Context: an optimization exercise on an open-source flow, tuned for small area, a short achievable clock period and few clock cycles. The choices shown serve that exercise and are no tape-out recipe.
In this exercise RTL edits were held to simulation tests only and were not proved equivalent to the original.
Power is estimated from default activity; no workload was simulated.

==> inputs of run a <==
Design micro_riscv, start of the top module:
module micro_riscv(
  input logic         clk_i,
  input logic         reset_i,
  output logic [31:0] cpu_data_addr_o,
  input  logic [31:0] cpu_data_rdata_i,
  output logic [31:0] cpu_data_wdata_o,
  output logic        cpu_data_re_o,
  output logic        cpu_data_we_o,
  output logic [31:0] cpu_instr_addr_o,
  input  logic [31:0] cpu_instr_rdata_i,
  output logic        cpu_finish_o
);
==> module alu, before the edit <==
module alu(
  input  logic [31:0] alu_rs1_i,
  input  logic [31:0] alu_rs2_i,       
  input  logic [31:0] alu_imm_i,       
  input  logic        alu_use_imm_i,   
  input  logic        alu_sub_i,
  input  logic        alu_sra_i,       
  input  logic        alu_left_i,      
  input  cpu_pkg::res_sel_t alu_sel_i,
  input  logic [31:0] alu_link_i,
  input  logic [2:0]  alu_funct3_i,    
  output logic        alu_branch_o,
  output logic [31:0] alu_sum_o,
  output logic [31:0] alu_result_o
);
  logic [31:0] op2;
  assign op2 = alu_use_imm_i ? alu_imm_i : alu_rs2_i;
  assign alu_sum_o = alu_rs1_i + (alu_sub_i ? ~op2 : op2) + {31'd0, alu_sub_i};
  logic [31:0] sh_in, sh_out, sh_rev;
  logic        sh_big, sh_fill;
  always_comb begin
    for (int i = 0; i < 32; i++) sh_in[i] = alu_left_i ? alu_rs1_i[31-i] : alu_rs1_i[i];
  end
  assign sh_big  = |alu_rs2_i[31:5];
  assign sh_fill = alu_sra_i & alu_rs1_i[31];
  always_comb begin
    if (sh_big) sh_out = {32{sh_fill}};
    else        sh_out = 32'($signed({sh_fill, sh_in}) >>> alu_rs2_i[4:0]);
    for (int i = 0; i < 32; i++) sh_rev[i] = alu_left_i ? sh_out[31-i] : sh_out[i];
  end
  always_comb begin
    case (alu_sel_i)
      RES_XOR:   alu_result_o = alu_rs1_i ^ alu_rs2_i;
      RES_OR:    alu_result_o = alu_rs1_i | alu_rs2_i;
      RES_AND:   alu_result_o = alu_rs1_i & alu_rs2_i;
      RES_SHIFT: alu_result_o = sh_rev;
      RES_LUI:   alu_result_o = alu_imm_i;
      RES_LINK:  alu_result_o = alu_link_i;
      default:   alu_result_o = alu_sum_o;
    endcase
  end
  logic is_equal, is_less;
  assign is_equal = alu_rs1_i == alu_rs2_i;
  assign is_less  = $signed(alu_rs1_i) < $signed(alu_rs2_i);
  always_comb begin
    case (alu_funct3_i)
      3'b000:  alu_branch_o = is_equal;
      3'b001:  alu_branch_o = ~is_equal;
      3'b100:  alu_branch_o = is_less;
      default: alu_branch_o = ~is_less;    
    endcase
  end
endmodule
clock: 16.0 ns
lec_check: 0
cap_margin: 40
core_margin: 2
core_utilization: 30
place_density: 0.5
slew_margin: 40
tns_end_percent: 0
standard.sh (not shown) runs the stock make flow with config.mk's settings and CLKGATE_MAP_FILE= SYNTH_SCRIPT=/design/flow/synth_recipe.tcl, a recipe that flattens the netlist after the stock synthesis.
==> flow/flow/run.sh <==
#!/bin/bash
set -euo pipefail
export SETUP_SLACK_MARGIN=11.5
export BUFFER_PORTS_ARGS="-buffer_cell sky130_fd_sc_hd__buf_4"
bash standard.sh > standard_flow.log 2>&1
==> inputs of run b, as changes to run a <==
--- a/flow/design.v
+++ b/flow/design.v
@@ -33,3 +33,28 @@
   assign op2 = alu_use_imm_i ? alu_imm_i : alu_rs2_i;
-  assign alu_sum_o = alu_rs1_i + (alu_sub_i ? ~op2 : op2) + {31'd0, alu_sub_i};
+  logic [31:0] add_b, add_p, add_g, add_c;
+  logic [31:0] pg_g [0:5];
+  logic [31:0] pg_p [0:5];
+  assign add_b = alu_sub_i ? ~op2 : op2;
+  assign add_p = alu_rs1_i ^ add_b;
+  assign add_g = alu_rs1_i & add_b;
+  always_comb begin
+    for (int i = 0; i < 32; i++) begin
+      pg_g[0][i] = (i == 0) ? (add_g[0] | (add_p[0] & alu_sub_i)) : add_g[i];
+      pg_p[0][i] = (i == 0) ? 1'b0 : add_p[i];
+    end
+    for (int l = 0; l < 5; l++) begin
+      for (int i = 0; i < 32; i++) begin
+        if ((i >> l) & 1) begin
+          pg_g[l+1][i] = pg_g[l][i] | (pg_p[l][i] & pg_g[l][((i >> l) << l) - 1]);
+          pg_p[l+1][i] = pg_p[l][i] & pg_p[l][((i >> l) << l) - 1];
+        end else begin
+          pg_g[l+1][i] = pg_g[l][i];
+          pg_p[l+1][i] = pg_p[l][i];
+        end
+      end
+    end
+    add_c[0] = alu_sub_i;
+    for (int i = 1; i < 32; i++) add_c[i] = pg_g[5][i-1];
+  end
+  assign alu_sum_o = add_p ^ add_c;
   logic [31:0] sh_in, sh_out, sh_rev;
@@ -58,4 +83,31 @@
   logic is_equal, is_less;
-  assign is_equal = alu_rs1_i == alu_rs2_i;
-  assign is_less  = $signed(alu_rs1_i) < $signed(alu_rs2_i);
+  logic [31:0] lt_l0, eq_l0;
+  logic [15:0] lt_l1, eq_l1;
+  logic [7:0]  lt_l2, eq_l2;
+  logic [3:0]  lt_l3, eq_l3;
+  logic [1:0]  lt_l4, eq_l4;
+  always_comb begin
+    for (int i = 0; i < 32; i++) begin
+      eq_l0[i] = ~(alu_rs1_i[i] ^ alu_rs2_i[i]);
+      lt_l0[i] = (i == 31) ? (alu_rs1_i[i] & ~alu_rs2_i[i]) : (~alu_rs1_i[i] & alu_rs2_i[i]);
+    end
+    for (int i = 0; i < 16; i++) begin
+      lt_l1[i] = lt_l0[2*i+1] | (eq_l0[2*i+1] & lt_l0[2*i]);
+      eq_l1[i] = eq_l0[2*i+1] & eq_l0[2*i];
+    end
+    for (int i = 0; i < 8; i++) begin
+      lt_l2[i] = lt_l1[2*i+1] | (eq_l1[2*i+1] & lt_l1[2*i]);
+      eq_l2[i] = eq_l1[2*i+1] & eq_l1[2*i];
+    end
+    for (int i = 0; i < 4; i++) begin
+      lt_l3[i] = lt_l2[2*i+1] | (eq_l2[2*i+1] & lt_l2[2*i]);
+      eq_l3[i] = eq_l2[2*i+1] & eq_l2[2*i];
+    end
+    for (int i = 0; i < 2; i++) begin
+      lt_l4[i] = lt_l3[2*i+1] | (eq_l3[2*i+1] & lt_l3[2*i]);
+      eq_l4[i] = eq_l3[2*i+1] & eq_l3[2*i];
+    end
+    is_less  = lt_l4[1] | (eq_l4[1] & lt_l4[0]);
+    is_equal = eq_l4[1] & eq_l4[0];
+  end
   always_comb begin
==> flow/flow/run.sh (replaced) <==
#!/bin/bash
set -euo pipefail
export SETUP_SLACK_MARGIN=11.5
export BUFFER_PORTS_ARGS="-buffer_cell sky130_fd_sc_hd__buf_4"
DONT_USE="sky130_fd_sc_hd__probe_p_8 sky130_fd_sc_hd__probec_p_8 sky130_fd_sc_hd__lpflow_bleeder_1 sky130_fd_sc_hd__lpflow_clkbufkapwr_1 sky130_fd_sc_hd__lpflow_clkbufkapwr_16 sky130_fd_sc_hd__lpflow_clkbufkapwr_2 sky130_fd_sc_hd__lpflow_clkbufkapwr_4 sky130_fd_sc_hd__lpflow_clkbufkapwr_8 sky130_fd_sc_hd__lpflow_clkinvkapwr_1 sky130_fd_sc_hd__lpflow_clkinvkapwr_16 sky130_fd_sc_hd__lpflow_clkinvkapwr_2 sky130_fd_sc_hd__lpflow_clkinvkapwr_4 sky130_fd_sc_hd__lpflow_clkinvkapwr_8 sky130_fd_sc_hd__lpflow_decapkapwr_12 sky130_fd_sc_hd__lpflow_decapkapwr_3 sky130_fd_sc_hd__lpflow_decapkapwr_4 sky130_fd_sc_hd__lpflow_decapkapwr_6 sky130_fd_sc_hd__lpflow_decapkapwr_8 sky130_fd_sc_hd__lpflow_inputiso0n_1 sky130_fd_sc_hd__lpflow_inputiso0p_1 sky130_fd_sc_hd__lpflow_inputiso1n_1 sky130_fd_sc_hd__lpflow_inputiso1p_1 sky130_fd_sc_hd__lpflow_inputisolatch_1 sky130_fd_sc_hd__lpflow_isobufsrc_1 sky130_fd_sc_hd__lpflow_isobufsrc_16 sky130_fd_sc_hd__lpflow_isobufsrc_2 sky130_fd_sc_hd__lpflow_isobufsrc_4 sky130_fd_sc_hd__lpflow_isobufsrc_8 sky130_fd_sc_hd__lpflow_isobufsrckapwr_16 sky130_fd_sc_hd__lpflow_lsbuf_lh_hl_isowell_tap_1 sky130_fd_sc_hd__lpflow_lsbuf_lh_hl_isowell_tap_2 sky130_fd_sc_hd__lpflow_lsbuf_lh_hl_isowell_tap_4 sky130_fd_sc_hd__lpflow_lsbuf_lh_isowell_4 sky130_fd_sc_hd__lpflow_lsbuf_lh_isowell_tap_1 sky130_fd_sc_hd__lpflow_lsbuf_lh_isowell_tap_2 sky130_fd_sc_hd__lpflow_lsbuf_lh_isowell_tap_4 sky130_fd_sc_hd__a2111o_1 sky130_fd_sc_hd__a2111o_2 sky130_fd_sc_hd__a2111o_4 sky130_fd_sc_hd__a2111oi_0 sky130_fd_sc_hd__a2111oi_1 sky130_fd_sc_hd__a2111oi_2 sky130_fd_sc_hd__a2111oi_4 sky130_fd_sc_hd__a222oi_1 sky130_fd_sc_hd__a311o_1 sky130_fd_sc_hd__a311o_2 sky130_fd_sc_hd__a311o_4 sky130_fd_sc_hd__a311oi_1 sky130_fd_sc_hd__a311oi_2 sky130_fd_sc_hd__a311oi_4 sky130_fd_sc_hd__a32o_1 sky130_fd_sc_hd__a32o_2 sky130_fd_sc_hd__a32o_4 sky130_fd_sc_hd__a32oi_1 sky130_fd_sc_hd__a32oi_2 sky130_fd_sc_hd__a32oi_4 sky130_fd_sc_hd__a41o_1 sky130_fd_sc_hd__a41o_2 sky130_fd_sc_hd__a41o_4 sky130_fd_sc_hd__a41oi_1 sky130_fd_sc_hd__a41oi_2 sky130_fd_sc_hd__a41oi_4 sky130_fd_sc_hd__nor4_1 sky130_fd_sc_hd__nor4_2 sky130_fd_sc_hd__nor4_4 sky130_fd_sc_hd__nor4b_1 sky130_fd_sc_hd__nor4b_2 sky130_fd_sc_hd__nor4b_4 sky130_fd_sc_hd__nor4bb_1 sky130_fd_sc_hd__nor4bb_2 sky130_fd_sc_hd__nor4bb_4 sky130_fd_sc_hd__o2111a_1 sky130_fd_sc_hd__o2111a_2 sky130_fd_sc_hd__o2111a_4 sky130_fd_sc_hd__o2111ai_1 sky130_fd_sc_hd__o2111ai_2 sky130_fd_sc_hd__o2111ai_4 sky130_fd_sc_hd__o311a_1 sky130_fd_sc_hd__o311a_2 sky130_fd_sc_hd__o311a_4 sky130_fd_sc_hd__o311ai_0 sky130_fd_sc_hd__o311ai_1 sky130_fd_sc_hd__o311ai_2 sky130_fd_sc_hd__o311ai_4 sky130_fd_sc_hd__o32a_1 sky130_fd_sc_hd__o32a_2 sky130_fd_sc_hd__o32a_4 sky130_fd_sc_hd__o32ai_1 sky130_fd_sc_hd__o32ai_2 sky130_fd_sc_hd__o32ai_4 sky130_fd_sc_hd__o41a_1 sky130_fd_sc_hd__o41a_2 sky130_fd_sc_hd__o41a_4 sky130_fd_sc_hd__o41ai_1 sky130_fd_sc_hd__o41ai_2 sky130_fd_sc_hd__o41ai_4 sky130_fd_sc_hd__or4_1 sky130_fd_sc_hd__or4_2 sky130_fd_sc_hd__or4_4 sky130_fd_sc_hd__or4b_1 sky130_fd_sc_hd__or4b_2 sky130_fd_sc_hd__or4b_4 sky130_fd_sc_hd__or4bb_1 sky130_fd_sc_hd__or4bb_2 sky130_fd_sc_hd__or4bb_4"
bash standard.sh "DONT_USE_CELLS=$DONT_USE" finish > standard_flow.log 2>&1
CAP_MARGIN = 20   (was 40)
CORE_UTILIZATION = 45   (was 30)
CTS_CLUSTER_DIAMETER = 100   (was unset)
CTS_CLUSTER_SIZE = 24   (was unset)
PLACE_DENSITY = 0.65   (was 0.5)
SLEW_MARGIN = 20   (was 40)
TNS_END_PERCENT = 2   (was 0)
==> inputs of run c, as changes to run a <==
--- a/flow/design.v
+++ b/flow/design.v
@@ -33,3 +33,28 @@
   assign op2 = alu_use_imm_i ? alu_imm_i : alu_rs2_i;
-  assign alu_sum_o = alu_rs1_i + (alu_sub_i ? ~op2 : op2) + {31'd0, alu_sub_i};
+  logic [31:0] add_b, add_p, add_g, add_c;
+  logic [31:0] pg_g [0:5];
+  logic [31:0] pg_p [0:5];
+  assign add_b = alu_sub_i ? ~op2 : op2;
+  assign add_p = alu_rs1_i ^ add_b;
+  assign add_g = alu_rs1_i & add_b;
+  always_comb begin
+    for (int i = 0; i < 32; i++) begin
+      pg_g[0][i] = (i == 0) ? (add_g[0] | (add_p[0] & alu_sub_i)) : add_g[i];
+      pg_p[0][i] = (i == 0) ? 1'b0 : add_p[i];
+    end
+    for (int l = 0; l < 5; l++) begin
+      for (int i = 0; i < 32; i++) begin
+        if ((i >> l) & 1) begin
+          pg_g[l+1][i] = pg_g[l][i] | (pg_p[l][i] & pg_g[l][((i >> l) << l) - 1]);
+          pg_p[l+1][i] = pg_p[l][i] & pg_p[l][((i >> l) << l) - 1];
+        end else begin
+          pg_g[l+1][i] = pg_g[l][i];
+          pg_p[l+1][i] = pg_p[l][i];
+        end
+      end
+    end
+    add_c[0] = alu_sub_i;
+    for (int i = 1; i < 32; i++) add_c[i] = pg_g[5][i-1];
+  end
+  assign alu_sum_o = add_p ^ add_c;
   logic [31:0] sh_in, sh_out, sh_rev;
@@ -58,4 +83,31 @@
   logic is_equal, is_less;
-  assign is_equal = alu_rs1_i == alu_rs2_i;
-  assign is_less  = $signed(alu_rs1_i) < $signed(alu_rs2_i);
+  logic [31:0] lt_l0, eq_l0;
+  logic [15:0] lt_l1, eq_l1;
+  logic [7:0]  lt_l2, eq_l2;
+  logic [3:0]  lt_l3, eq_l3;
+  logic [1:0]  lt_l4, eq_l4;
+  always_comb begin
+    for (int i = 0; i < 32; i++) begin
+      eq_l0[i] = ~(alu_rs1_i[i] ^ alu_rs2_i[i]);
+      lt_l0[i] = (i == 31) ? (alu_rs1_i[i] & ~alu_rs2_i[i]) : (~alu_rs1_i[i] & alu_rs2_i[i]);
+    end
+    for (int i = 0; i < 16; i++) begin
+      lt_l1[i] = lt_l0[2*i+1] | (eq_l0[2*i+1] & lt_l0[2*i]);
+      eq_l1[i] = eq_l0[2*i+1] & eq_l0[2*i];
+    end
+    for (int i = 0; i < 8; i++) begin
+      lt_l2[i] = lt_l1[2*i+1] | (eq_l1[2*i+1] & lt_l1[2*i]);
+      eq_l2[i] = eq_l1[2*i+1] & eq_l1[2*i];
+    end
+    for (int i = 0; i < 4; i++) begin
+      lt_l3[i] = lt_l2[2*i+1] | (eq_l2[2*i+1] & lt_l2[2*i]);
+      eq_l3[i] = eq_l2[2*i+1] & eq_l2[2*i];
+    end
+    for (int i = 0; i < 2; i++) begin
+      lt_l4[i] = lt_l3[2*i+1] | (eq_l3[2*i+1] & lt_l3[2*i]);
+      eq_l4[i] = eq_l3[2*i+1] & eq_l3[2*i];
+    end
+    is_less  = lt_l4[1] | (eq_l4[1] & lt_l4[0]);
+    is_equal = eq_l4[1] & eq_l4[0];
+  end
   always_comb begin
CAP_MARGIN = 20   (was 40)
CORE_UTILIZATION = 45   (was 30)
CTS_CLUSTER_DIAMETER = 100   (was unset)
CTS_CLUSTER_SIZE = 16   (was unset)
PLACE_DENSITY = 0.65   (was 0.5)
SLEW_MARGIN = 20   (was 40)
==> results.py <==
metrics = {
    "synthesis": {
        "synth.top_cells.by_area": "sky130_fd_sc_hd__edfxtp_1 (49%), sky130_fd_sc_hd__a22oi_1 (13%), sky130_fd_sc_hd__dfxtp_1 (5.7%)",
        "syn_area_per_cell_um2": 12.4,
        "synth_fa_ha_area_share_pct": 4.04,
        "synth.most_common_cell": "sky130_fd_sc_hd__a22oi_1",
    },
    "timing": {
        "hold_ws_ps": 452,
        "headroom_to_the_max_slew_limit_pct": 21.9,
        "fmax_ghz": 0.213,
    },
    "pwr": {
        "power_uw": 5710,
    },
    "layout": {
        "final_area_mm2": 0.0682,
        "clock_area_share_pct": 2.52,
        "most-common-layout-cells": "sky130_fd_sc_hd__a22oi_1 (1,026), sky130_fd_sc_hd__edfxtp_1 (992), sky130_fd_sc_hd__buf_4 (351), sky130_fd_sc_hd__and4_1 (235), sky130_fd_sc_hd__nand2_1 (190)",
        "bufAreaShareNonClock_pct": 6.46,
        "layout.non_clock_buffers": 449,
    },
    "die": {
        "initial_utilization_pct": 45.2,
        "floorplan.die.height_um": 370,
    },
    "grt": {
        "antenna_violations_before_repair": 19,
    },
    "outcome": {
        "run_status": "timing/DRC/antenna clean",
    },
    "min_path": {
        "hold_path_startpoint": "x_fin$_DFF_P_",
    },
    "clock_tree": {
        "worst_skew_pair.late_latency_ps": 770,
    },
}
[end of results for run b]
==> results.py <==
metrics = {
    "pwr": {
        "power_uw": 7270,
    },
    "die": {
        "floorplan.die.height_um": 450,
    },
    "timing": {
        "headroom_to_the_max_slew_limit_pct": 29.8,
        "hold_ws_ps": 433,
        "fmax_ghz": 0.197,
    },
    "outcome": {
        "run_status": "timing/DRC/antenna clean",
    },
    "min_path": {
        "hold_path_startpoint": "x_fin$_DFF_P_",
    },
    "layout": {
        "final_area_mm2": 0.0752,
        "clock_area_share_pct": 6.04,
        "layout.non_clock_buffers": 675,
        "bufAreaShareNonClock_pct": 10.2,
        "most-common-layout-cells": "sky130_fd_sc_hd__edfxtp_1 (992), sky130_fd_sc_hd__a22oi_1 (962), sky130_fd_sc_hd__buf_4 (472), sky130_fd_sc_hd__nand4_1 (251), sky130_fd_sc_hd__nand2_1 (194)",
    },
    "synthesis": {
        "syn_area_per_cell_um2": 12.3,
        "synth.most_common_cell": "sky130_fd_sc_hd__edfxtp_1",
    },
    "grt": {
        "antenna_violations_before_repair": 28,
    },
    "clock_tree": {
        "worst_skew_pair.late_latency_ps": 830,
    },
}
[end of results for run a]
==> results.py <==
metrics = {
    "pwr": {
        "power_uw": 6140,
    },
    "layout": {
        "clock_area_share_pct": 3.67,
        "layout.non_clock_buffers": 475,
    },
    "grt": {
        "antenna_violations_before_repair": 16,
    },
    "synthesis": {
        "synth.most_common_cell": "sky130_fd_sc_hd__a22oi_1",
        "syn_area_per_cell_um2": 12.4,
        "synth_fa_ha_area_share_pct": 4.07,
    },
    "timing": {
        "fmax_ghz": 0.204,
        "hold_ws_ps": 435,
    },
    "die": {
        "initial_utilization_pct": 45.4,
    },
    "outcome": {
        "run_status": "timing/DRC/antenna clean",
    },
    "min_path": {
        "hold_path_startpoint": "x_ld$_SDFF_PP0_",
    },
}
[end of results for run c]
Testbench counts of run a, summed over its fixed seeds: cycles 35,011.
Testbench counts of run b, summed over its fixed seeds: cycles 35,011.
Testbench counts of run c, summed over its fixed seeds: cycles 35,011.

[re-timing with driven ports]
How much do the figures lean on ideal ports? The routed layouts below were timed once more, with nothing changed but the port constraints.
Step 1 sets driving cells, clkbuf_16 on the clock port and buf_2 on the other inputs (assumed; they add their load-dependent delay and slew).
Step 2 also shifts input and output timing later by t, the mid clock arrival at the registers, as if the neighbouring blocks saw the same clock.
Slacks: ideal / step 1 / step 2; pairs: ideal / step 1.
run	shift t [ns]	slack for setup (ns)	hold WS [ns]
run a	0.889	10.911 / 10.911 / 10.435	0.433 / 0.433 / 0.433
run b	0.834	11.307 / 11.251 / 10.804	0.452 / 0.452 / 0.452
run c	0.801	11.099 / 11.099 / 10.921	0.435 / 0.435 / 0.435
After both steps every run listed still meets setup and hold. The setup slack of run b, which loses most, moves by -0.056 ns with the drivers and by -0.503 ns with both steps.
